From an optimization exercise on the open Yosys and OpenROAD flow, aimed at small area, a short achievable clock period and few clock cycles; shortcuts taken in it are not production practice.
The RTL was checked by simulation tests, not by an equivalence proof against the original design.
No driver is modelled on the clock port, so clock power and skew are understated where the tree is cut down; a real chip needs a root buffer or a tree.
Power figures rest on the tool's default switching activity, not on a simulated workload.

Setup of job 101:
## cache_top
module cache_top #(
    parameter ADDR_WIDTH = 16,
    parameter ADDR_WIDTH_SRAM = 8,
    parameter DATA_WIDTH = 8,
    parameter DEPTH = 2**ADDR_WIDTH_SRAM
)(
    input clk,
    input rst,
    input [ADDR_WIDTH-1:0] Address_cpu,
    input wr_rd_cpu,
    input cs_cpu,
    input [DATA_WIDTH-1:0] DOut_cpu,
    output wire [DATA_WIDTH-1:0] din_cpu,
    output wire rdy_cpu,
    input [DATA_WIDTH-1:0] DOut_sdram,
    output wire [ADDR_WIDTH-1:0] Address_sdram,
    output wire wr_rd_sdram,
    output wire mstrb_sdram,
    output wire [DATA_WIDTH-1:0] din_sdram
);
Size: roughly 71 I/O pins, about 350 um2 of cells after synthesis.
clock: 10.0 ns
lec_check: 0
cap_margin: 20
core_area: 3 3 61 61
cts_buf_list: sky130_fd_sc_hd__clkbuf_1
die_area: 0 0 64 64
place_density: 0.6
slew_margin: 20
run.sh (not shown) runs the stock make flow with config.mk's settings and CLKGATE_MAP_FILE= SYNTH_SCRIPT=/design/flow/synth_recipe.tcl, a recipe that flattens the netlist after the stock synthesis.
Testbench counts of job 101, summed over its fixed seeds: cycles 16,000.
#### Input delta (job 102 over job 101)
Settings: a deleted CTS_BUF_LIST that had been sky130_fd_sc_hd__clkbuf_1.
Notes after the runs:
[compare] base=job 101 new=job 102: hold slack fell 0.0033 ns, routed length per placed instance has decreased, power went up about 28%.
Changes in job 103 relative to job 102:
Settings: CTS_BUF_LIST now sky130_fd_sc_hd__clkbuf_1, previously not set.
==> flow/flow/run.sh (new file) <==
#!/bin/bash
# The standard layout (the standard.sh: ORFS synthesis to finish), with
# two changes: the port buffers are the platform's smallest buffer (buf_1)
# instead of the resizer's default pick, and the clock tree uses clkbuf_1
# with no dummy loads. Make's full output goes to standard_make.log; each
# ORFS step keeps its own log under orfs/logs/.
set -euo pipefail
bash standard.sh \
  "BUFFER_PORTS_ARGS=-buffer_cell sky130_fd_sc_hd__buf_1" \
  "CTS_ARGS=-repair_clock_nets -buf_list sky130_fd_sc_hd__clkbuf_1 -root_buf sky130_fd_sc_hd__clkbuf_1 -dont_use_dummy_load" \
  finish > standard_make.log 2>&1
==> flow/standard.sh (new file) <==
#!/bin/bash
# synth_recipe.tcl (not shown) runs the flow's synth.tcl, then flattens the netlist and writes it again
# the make line also repeats each setting of config.mk as NAME=value (left out here)
make -C /OpenROAD-flow-scripts/flow DESIGN_CONFIG=/design/flow/config.mk WORK_HOME=/design/flow/orfs CLKGATE_MAP_FILE= SYNTH_SCRIPT=/design/flow/synth_recipe.tcl "${@:-finish}"
removed: flow/run.sh
[summary]
[compare] base=job 102 new=job 103: fill cell instance count of the final layout now larger, final cell count without fillers now smaller, wire length of the first global-routing pass now larger, internal power now smaller.

wip/umber:
cache_top again, from the RTL that the note above started with.
==> flow/design.v (excerpt) <==
module cache_top #(
    parameter ADDR_WIDTH = 16,
    parameter ADDR_WIDTH_SRAM = 8,
    parameter DATA_WIDTH = 8,
    parameter DEPTH = 2**ADDR_WIDTH_SRAM
)(
    input clk,
    input rst,
    input [ADDR_WIDTH-1:0] Address_cpu,
    input wr_rd_cpu,
    input cs_cpu,
    input [DATA_WIDTH-1:0] DOut_cpu,
    output wire [DATA_WIDTH-1:0] din_cpu,
    output wire rdy_cpu,
    input [DATA_WIDTH-1:0] DOut_sdram,
    output wire [ADDR_WIDTH-1:0] Address_sdram,
    output wire wr_rd_sdram,
    output wire mstrb_sdram,
    output wire [DATA_WIDTH-1:0] din_sdram
);
==> flow/config.mk <==
export PLATFORM = sky130hd
export DESIGN_NAME = cache_top
export DESIGN_NICKNAME = cache_top
export VERILOG_FILES = /design/flow/design.v
export SDC_FILE = /design/flow/constraint.sdc
export NUM_CORES = 4
export LEC_CHECK = 0
export CAP_MARGIN = 20
export CORE_AREA = 3 3 61 61
export CTS_BUF_LIST = sky130_fd_sc_hd__clkbuf_1
export DIE_AREA = 0 0 64 64
export PLACE_DENSITY = 0.6
export SLEW_MARGIN = 20
==> flow/constraint.sdc <==
create_clock -name core_clock -period 10.0 [get_ports {clk}]
set_input_delay 2.0000 -clock core_clock [delete_from_list [all_inputs] [get_ports {clk}]]
set_output_delay 2.0000 -clock core_clock [all_outputs]
set_load 0.01 [all_outputs]
standard.sh (not shown) runs the stock make flow with config.mk's settings and CLKGATE_MAP_FILE= SYNTH_SCRIPT=/design/flow/synth_recipe.tcl, a recipe that flattens the netlist after the stock synthesis.
==> flow/flow/run.sh <==
#!/bin/bash
# The standard layout (the standard.sh: ORFS synthesis to finish), with
# two changes: the port buffers are the platform's smallest buffer (buf_1)
# instead of the resizer's default pick, and the clock tree uses clkbuf_1
# with no dummy loads. Make's full output goes to standard_make.log; each
# ORFS step keeps its own log under orfs/logs/.
set -euo pipefail
bash standard.sh \
  "BUFFER_PORTS_ARGS=-buffer_cell sky130_fd_sc_hd__buf_1" \
  "CTS_ARGS=-sink_clustering_enable -repair_clock_nets -buf_list sky130_fd_sc_hd__clkbuf_1 -root_buf sky130_fd_sc_hd__clkbuf_1 -dont_use_dummy_load -no_insertion_delay" \
  finish > standard_make.log 2>&1
Testbench counts of wip/umber, summed over its fixed seeds: cycles 16,000.
Modified inputs, wip/xenon compared to wip/umber
--- a/flow/flow/run.sh
+++ b/flow/flow/run.sh
@@ -9,3 +9,3 @@
   "BUFFER_PORTS_ARGS=-buffer_cell sky130_fd_sc_hd__buf_1" \
-  "CTS_ARGS=-sink_clustering_enable -repair_clock_nets -buf_list sky130_fd_sc_hd__clkbuf_1 -root_buf sky130_fd_sc_hd__clkbuf_1 -dont_use_dummy_load -no_insertion_delay" \
+  "CTS_ARGS=-sink_clustering_enable -repair_clock_nets -buf_list sky130_fd_sc_hd__clkbuf_1 -root_buf sky130_fd_sc_hd__clkbuf_1 -dont_use_dummy_load" \
   finish > standard_make.log 2>&1
- Taking wip/umber as the reference, in wip/xenon internal cell power level; global-route met2 utilization neither gained nor lost much.
- Compared with wip/umber, in wip/xenon worst hold slack essentially unchanged, power shows no meaningful change, combinational share of power did not really move.
- Between wip/xenon and wip/umber, the depth of the worst register-to-register path figures differ only marginally.
- On final critical-path share of the clock period, wip/xenon and wip/umber are basically level.
- Diff wip/xenon..wip/umber | biggest fanout along the worst timing path | unchanged
- Total routing resource utilization after global routing essentially unchanged between wip/umber and wip/xenon.
Changes in wip/nickel relative to wip/xenon:
--- a/flow/flow/run.sh
+++ b/flow/flow/run.sh
@@ -9,3 +9,3 @@
   "BUFFER_PORTS_ARGS=-buffer_cell sky130_fd_sc_hd__buf_1" \
-  "CTS_ARGS=-sink_clustering_enable -repair_clock_nets -buf_list sky130_fd_sc_hd__clkbuf_1 -root_buf sky130_fd_sc_hd__clkbuf_1 -dont_use_dummy_load" \
+  "CTS_ARGS=-sink_clustering_enable -sink_clustering_size 4 -sink_clustering_max_diameter 500 -sink_clustering_levels 0 -repair_clock_nets -buf_list sky130_fd_sc_hd__clkbuf_1 -root_buf sky130_fd_sc_hd__clkbuf_1 -dont_use_dummy_load" \
   finish > standard_make.log 2>&1
## What came out
Re count of placed standard cells including taps: no difference whatsoever between wip/xenon and wip/nickel. Reported for wip/nickel and wip/xenon, combined area of all synthesized cells turned out identical to the last digit. Comparing wip/nickel against wip/xenon, there is no change at all in total number of cells along the worst setup path. Between wip/nickel and wip/xenon, the difference in share of the yosys chip area belonging to registers is negligible. Looking at wip/nickel and wip/xenon, the share of power burned in the clock network is a wash.

Another version of the RTL of cache_top (not shown whole).
Size: roughly 41 cells after synthesis, roughly 71 I/O pins, about 340 sq um of cells after synthesis.
Settings: LEC_CHECK=0, ABC_AREA=1, CAP_MARGIN=20, CORE_AREA=3 3 61 61, CTS_BUF_LIST=sky130_fd_sc_hd__clkbuf_1, DIE_AREA=0 0 64 64, PLACE_DENSITY=0.6, SLEW_MARGIN=20; clock period 10.0 ns.
==> flow/flow/run.sh <==
#!/bin/bash
# The standard layout (the standard.sh: ORFS synthesis to finish), with
# three changes: the port buffers are the platform's smallest buffer (buf_1)
# instead of the resizer's default pick, and the clock tree is one clkbuf_1
# (flow/cts_one_buffer.tcl), and gates ABC mapped at drive strength 2 go
# back to strength 1 (flow/downsize.tcl). Make's full output goes to standard_make.log;
# each ORFS step keeps its own log under orfs/logs/.
set -euo pipefail
bash standard.sh \
  "BUFFER_PORTS_ARGS=-buffer_cell sky130_fd_sc_hd__buf_1" \
  "PRE_CTS_TCL=$PWD/flow/cts_one_buffer.tcl" \
  "POST_FLOORPLAN_TCL=$PWD/flow/downsize.tcl" \
  finish > standard_make.log 2>&1
==> flow/flow/downsize.tcl <==
# POST_FLOORPLAN hook: area recovery on the synthesized netlist. ABC maps
# some logic gates at drive strength 2 where strength 1 does (every path in
# this design has several ns of slack); swap each such combinational gate
# for the strength-1 cell of the same function. Registers, buffers and
# clock cells are left alone; later repair steps may still upsize.
set n_swapped 0
foreach inst [[ord::get_db_block] getInsts] {
  set m [[$inst getMaster] getName]
  if {![regexp {^sky130_fd_sc_hd__((?:nand|nor|and|or|inv|xor|xnor|a|o)[0-9a-z_]*?)_([2-9]|1[0-9])$} $m -> base drive]} continue
  set small "sky130_fd_sc_hd__${base}_1"
  if {[[ord::get_db] findMaster $small] eq "NULL"} continue
  replace_cell [$inst getName] $small
  puts "downsize: [$inst getName] $m -> $small"
  incr n_swapped
}
puts "downsize: $n_swapped gates swapped"
Other scripts of this flow, unchanged in this note and not shown: flow/flow/cts_one_buffer.tcl
The starting point finished with timing, DRC and antenna clean.
Testbench counts at the start, summed over its fixed seeds: cycles 16,000.
Edit:
--- a/flow/flow/run.sh
+++ b/flow/flow/run.sh
@@ -3 +3 @@
-# three changes: the port buffers are the platform's smallest buffer (buf_1)
+# two changes: the port buffers are the platform's smallest buffer (buf_1)
@@ -5,2 +5 @@
-# (flow/cts_one_buffer.tcl), and gates ABC mapped at drive strength 2 go
-# back to strength 1 (flow/downsize.tcl). Make's full output goes to standard_make.log;
+# (flow/cts_one_buffer.tcl). Make's full output goes to standard_make.log;
@@ -12 +10,0 @@
-  "POST_FLOORPLAN_TCL=$PWD/flow/downsize.tcl" \
removed: flow/flow/downsize.tcl
Fmax stays flat.
Final cell count stays the same.
Die area is unchanged.
Cell area is higher by 1.6%.
Combinational power is higher by about 9%.
Clock power is lower by about 2%.
Flip-flop and latch count stays the same.
Edit:
- ABC_AREA: 1 -> 0
=> The new run finished with timing, DRC and antenna clean; design area went down by about 0.8%; worst setup slack stays flat; sequential share of layout area went up by 0.34 points.
Edit:
- ABC_AREA: 0 -> 1
- ABC_CLOCK_PERIOD_IN_PS: not set -> 100000
Synthesized area increases by about 0.37%. Worst setup slack stays flat. Core utilization stays flat. Combinational power increases by about 10%. Register-to-register slack improved by 0.06 ns. Cell area increases by 0.81%.
Edit:
==> flow/flow/run.sh (replaced) <==
#!/bin/bash
# The standard layout (the standard.sh: ORFS synthesis to finish), with
# three changes: the port buffers are the platform's smallest buffer (buf_1)
# instead of the resizer's default pick; the clock tree is one clkbuf_1
# (flow/cts_one_buffer.tcl); and gates ABC mapped at drive strength 2 go
# back to strength 1 (flow/downsize.tcl). Make's full output goes to
# standard_make.log; each ORFS step keeps its own log under orfs/logs/.
set -euo pipefail
bash standard.sh \
  "BUFFER_PORTS_ARGS=-buffer_cell sky130_fd_sc_hd__buf_1" \
  "PRE_CTS_TCL=$PWD/flow/cts_one_buffer.tcl" \
  "POST_FLOORPLAN_TCL=$PWD/flow/downsize.tcl" \
  finish > standard_make.log 2>&1
==> flow/flow/downsize.tcl (new file) <==
# POST_FLOORPLAN hook: area recovery on the synthesized netlist. ABC maps
# some logic gates at drive strength 2 where strength 1 does (every path in
# this design has several ns of slack); swap each such combinational gate
# for the strength-1 cell of the same function. Registers, buffers and
# clock cells are left alone; later repair steps may still upsize.
set n_swapped 0
foreach inst [[ord::get_db_block] getInsts] {
  set m [[$inst getMaster] getName]
  if {![regexp {^sky130_fd_sc_hd__((?:nand|nor|and|or|inv|xor|xnor|a|o)[0-9a-z_]*?)_([2-9]|1[0-9])$} $m -> base drive]} continue
  set small "sky130_fd_sc_hd__${base}_1"
  if {[[ord::get_db] findMaster $small] eq "NULL"} continue
  replace_cell [$inst getName] $small
  puts "downsize: [$inst getName] $m -> $small"
  incr n_swapped
}
puts "downsize: $n_swapped gates swapped"
- ABC_CLOCK_PERIOD_IN_PS: 100000 -> not set
Effect: Final cell count is unchanged; hold slack improved by 0.0041 ns; synthesized area does not change; worst setup slack hardly moves; flip-flop and latch count does not change; core utilization barely changes; clock power went up by about 2%; global-route usage went down by 0.44 points; total power went down by 0.31%.
In every run of this note, the design's own scripts or RTL, not TritonCTS, make the clock network.

## port drivers added, routing unchanged
No port has a modelled driver above. Below, the same layouts with a new extraction and two added sets of constraints.
Step 1 sets driving cells, clkbuf_16 on the clock port and buf_2 on the other inputs (assumed; they add their load-dependent delay and slew).
Step 2 times the ports against the registers' clock, not the clock port: input delays grow and output delays shrink by t, the midpoint of the rising clock arrivals with the driver on.
Three values: no drivers, after step 1, after step 2; two values: the first two.
run | t (ns) | setup slack, ns | hold slack, ns | worst setup path after step 2
job 101 | 0.242 | 6.000 / 5.943 / 5.943 | 0.405 / 0.405 / 0.405 | input to output
job 102 | 0.244 | 6.000 / 5.943 / 5.943 | 0.402 / 0.402 / 0.402 | input to output
job 103 | 0.228 | 6.000 / 5.943 / 5.943 | 0.402 / 0.402 / 0.402 | input to output
wip/umber | 0.228 | 6.000 / 5.943 / 5.943 | 0.402 / 0.402 / 0.402 | input to output
wip/xenon | 0.228 | 6.000 / 5.943 / 5.943 | 0.402 / 0.402 / 0.402 | input to output
wip/nickel | 0.228 | 6.000 / 5.943 / 5.943 | 0.402 / 0.402 / 0.402 | input to output
the first run of note 3 | 0.124 | 6.000 / 5.935 / 5.935 | 0.367 / 0.367 / 0.367 | input to output
the second run of note 3 | 0.124 | 5.999 / 5.928 / 5.928 | 0.363 / 0.363 / 0.363 | input to output
the third run of note 3 | 0.124 | 6.000 / 5.940 / 5.940 | 0.364 / 0.364 / 0.364 | input to output
the fourth run of note 3 | 0.124 | 5.999 / 5.928 / 5.928 | 0.363 / 0.363 / 0.363 | input to output
the fifth run of note 3 | 0.124 | 6.000 / 5.935 / 5.935 | 0.367 / 0.367 / 0.367 | input to output
After both steps every run listed still meets setup and hold.
